What follows belongs to an exercise in optimizing a design on an open flow for small area and a short achievable clock period; a production flow would make more cautious choices. Function was checked by simulation only, so behaviour that the tests miss may differ from the original. Power figures rest on the tool's default switching activity, not on a simulated workload.

## oak
## pipeline_sum
module pipeline_sum (
    input clk,
    input [15:0] a, b,
    output [31:0] r
);
export LEC_CHECK = 0
export ABC_AREA = 1
export CAP_MARGIN = 20
export CORE_MARGIN = 2
export CORE_UTILIZATION = 55
export SLEW_MARGIN = 20
create_clock -name core_clock -period 36.0 [get_ports {clk}]
standard.sh (not shown) runs the stock make flow with config.mk's settings and CLKGATE_MAP_FILE= SYNTH_SCRIPT=/design/flow/synth_recipe.tcl, a recipe that flattens the netlist after the stock synthesis.
==> flow/flow/run.sh <==
#!/bin/bash
set -euo pipefail
MARGIN=25.5
PLAT="$FLOW_HOME/platforms/sky130hd/config.mk"
BASE=$(sed -n '/^export DONT_USE_CELLS += /,/^#/p' "$PLAT" | grep -o 'sky130_fd_sc_hd__[a-z0-9_]*' | tr '\n' ' ')
EXTRA=""
for c in xor3_1 xor3_2 xor3_4 xnor3_1 xnor3_2 xnor3_4 maj3_1 maj3_2 maj3_4 fa_1 fa_2 fa_4 fah_1 fahcin_1 fahcon_1 ha_1 ha_2 ha_4; do
  EXTRA="$EXTRA sky130_fd_sc_hd__$c"
done
bash standard.sh SETUP_SLACK_MARGIN=$MARGIN SETUP_MOVE_SEQUENCE=sizeup,swap SKIP_GATE_CLONING=1 \
  "BUFFER_PORTS_ARGS=-buffer_cell sky130_fd_sc_hd__buf_1" \
  "DONT_USE_CELLS=$BASE$EXTRA" finish > make_finish.log 2>&1
[inputs] pine vs oak
-- flow/flow/run.sh --
<<< oak, line 3
MARGIN=25.5
>>> pine, line 3
MARGIN=26
<<< oak, line 7
for c in xor3_1 xor3_2 xor3_4 xnor3_1 xnor3_2 xnor3_4 maj3_1 maj3_2 maj3_4 fa_1 fa_2 fa_4 fah_1 fahcin_1 fahcon_1 ha_1 ha_2 ha_4; do
>>> pine, line 7
for c in maj3_1 maj3_2 maj3_4 fa_1 fa_2 fa_4 fah_1 fahcin_1 fahcon_1 ha_1 ha_2 ha_4; do
## What came out
- Timing, DRC, antenna: 0 failures across pine and oak
- As far as final critical-path share of the clock period is concerned, pine and oak perform about the same.
- On global-route usage, pine and oak are basically level.
- pine against oak: upper clock frequency limit rose 0.57%, total wire length after detailed routing fell 140 um, count of non-CTS inverters in the layout fell 0.40%, met3 wire length rose about 5.5%.
- Comparing pine with oak, the final setup skew came out essentially unchanged.
- The worst hold slack was comparable across pine and oak.
- ~same combinational power in pine and oak
- Relative to oak, placement-stage cell area has increased by 140 sq um in pine.
- In the final reports, the cell area of pine is larger than that of oak.

raven:
Another version of the RTL of pipeline_sum (not shown whole).
For scale: roughly 65 I/O pins, ~0.011 mm^2 of cells after synthesis.
## pipeline_sum
module pipeline_sum (
    input clk,
    input [15:0] a, b,
    output [31:0] r
);
export LEC_CHECK = 0
export ABC_AREA = 1
export CAP_MARGIN = 20
export CORE_MARGIN = 2
export CORE_UTILIZATION = 55
export SLEW_MARGIN = 20
create_clock -name core_clock -period 36.0 [get_ports {clk}]
==> flow/flow/run.sh <==
#!/bin/bash
set -euo pipefail
MARGIN=25.5
bash standard.sh SETUP_SLACK_MARGIN=$MARGIN SETUP_MOVE_SEQUENCE=sizeup,swap SKIP_GATE_CLONING=1 \
  "BUFFER_PORTS_ARGS=-buffer_cell sky130_fd_sc_hd__buf_1" finish > make_finish.log 2>&1
diff inputs: raven => juniper
==> flow/flow/run.sh <==
#!/bin/bash
set -euo pipefail
MARGIN=25.5
PLAT="$FLOW_HOME/platforms/sky130hd/config.mk"
BASE=$(sed -n '/^export DONT_USE_CELLS += /,/^#/p' "$PLAT" | grep -o 'sky130_fd_sc_hd__[a-z0-9_]*' | tr '\n' ' ')
EXTRA=""
for c in maj3_1 maj3_2 maj3_4 fa_1 fa_2 fa_4 fah_1 fahcin_1 fahcon_1 ha_1 ha_2 ha_4; do
  EXTRA="$EXTRA sky130_fd_sc_hd__$c"
done
bash standard.sh SETUP_SLACK_MARGIN=$MARGIN SETUP_MOVE_SEQUENCE=sizeup,swap SKIP_GATE_CLONING=1 \
  "BUFFER_PORTS_ARGS=-buffer_cell sky130_fd_sc_hd__buf_1" \
  "DONT_USE_CELLS=$BASE$EXTRA" finish > make_finish.log 2>&1
==> comparison <==
juniper against raven: critical path data arrival time now smaller; fraction of the cycle the final worst path needs moved down; met3 usage in global routing lost 0.20 points. juniper vs. raven: timing-limited maximum frequency went up by 2.1 MHz. juniper ends up with a placer's final routability congestion estimate that is 2.4% higher than in raven. On reported clock group power, raven and juniper are basically level.
Changes in tundra relative to juniper:
diff --git a/flow/flow/run.sh b/flow/flow/run.sh
--- a/flow/flow/run.sh
+++ b/flow/flow/run.sh
@@ -1,5 +1,5 @@
 #!/bin/bash
 set -euo pipefail
-MARGIN=25.5
+MARGIN=26
 PLAT="$FLOW_HOME/platforms/sky130hd/config.mk"
 BASE=$(sed -n '/^export DONT_USE_CELLS += /,/^#/p' "$PLAT" | grep -o 'sky130_fd_sc_hd__[a-z0-9_]*' | tr '\n' ' ')
## What came out
- From juniper to tundra the numbers moved as follows: number of nets in the finished design now sits at about the same level; worst setup slack now sits at about the same level; final critical-path share of the clock period now sits at about the same level; clock tree cell share of total cell area now sits at about the same level; relative slew slack now sits higher.
- Combined flip-flop and latch cell area, tundra vs juniper: up slightly
- Diff tundra and juniper: worst reg-to-reg path cell count lower in juniper
- Each of the runs, namely tundra and juniper, reached the end of the flow and came out clean.
- | minimum period implied by the final worst setup slack | tundra vs juniper | ≈ equal |
- Diff juniper -> tundra: share of the core filled with cells moved up, critical path data arrival time about even.
- Via count delta (tundra − juniper): unfavourable

==> what the ideal ports hide <==
The results above use ideal ports. As a check the final layouts listed here were re-extracted and re-timed, cells and wires unchanged. Step 1: set_driving_cell puts a clkbuf_16 on clk and a buf_2 on each other input, an assumption about the parent block. Step 2 adds t to the input delays and takes it off the output delays; t is the mean of the earliest and latest rising clock arrival at the registers after step 1. Input paths then give back, and output paths get back, about the clock's delay inside the block. Three values: no drivers, after step 1, after step 2; two values: the first two.
run | shift t [ns] | setup slack, ns | latest minus earliest clock arrival (ns) | worst slew at a driven data input, ns
oak | 0.406 | 26.535 / 26.564 / 26.158 | 0.017 / 0.016 | 0.04
pine | 0.402 | 26.588 / 26.614 / 26.211 | 0.018 / 0.017 | 0.03
raven | 0.412 | 26.182 / 26.182 / 26.182 | 0.021 / 0.021 | 0.05
juniper | 0.396 | 26.381 / 26.402 / 26.007 | 0.013 / 0.013 | 0.03
tundra | 0.395 | 26.383 / 26.403 / 26.008 | 0.012 / 0.012 | 0.03
After both steps setup and hold are still met in every run listed.
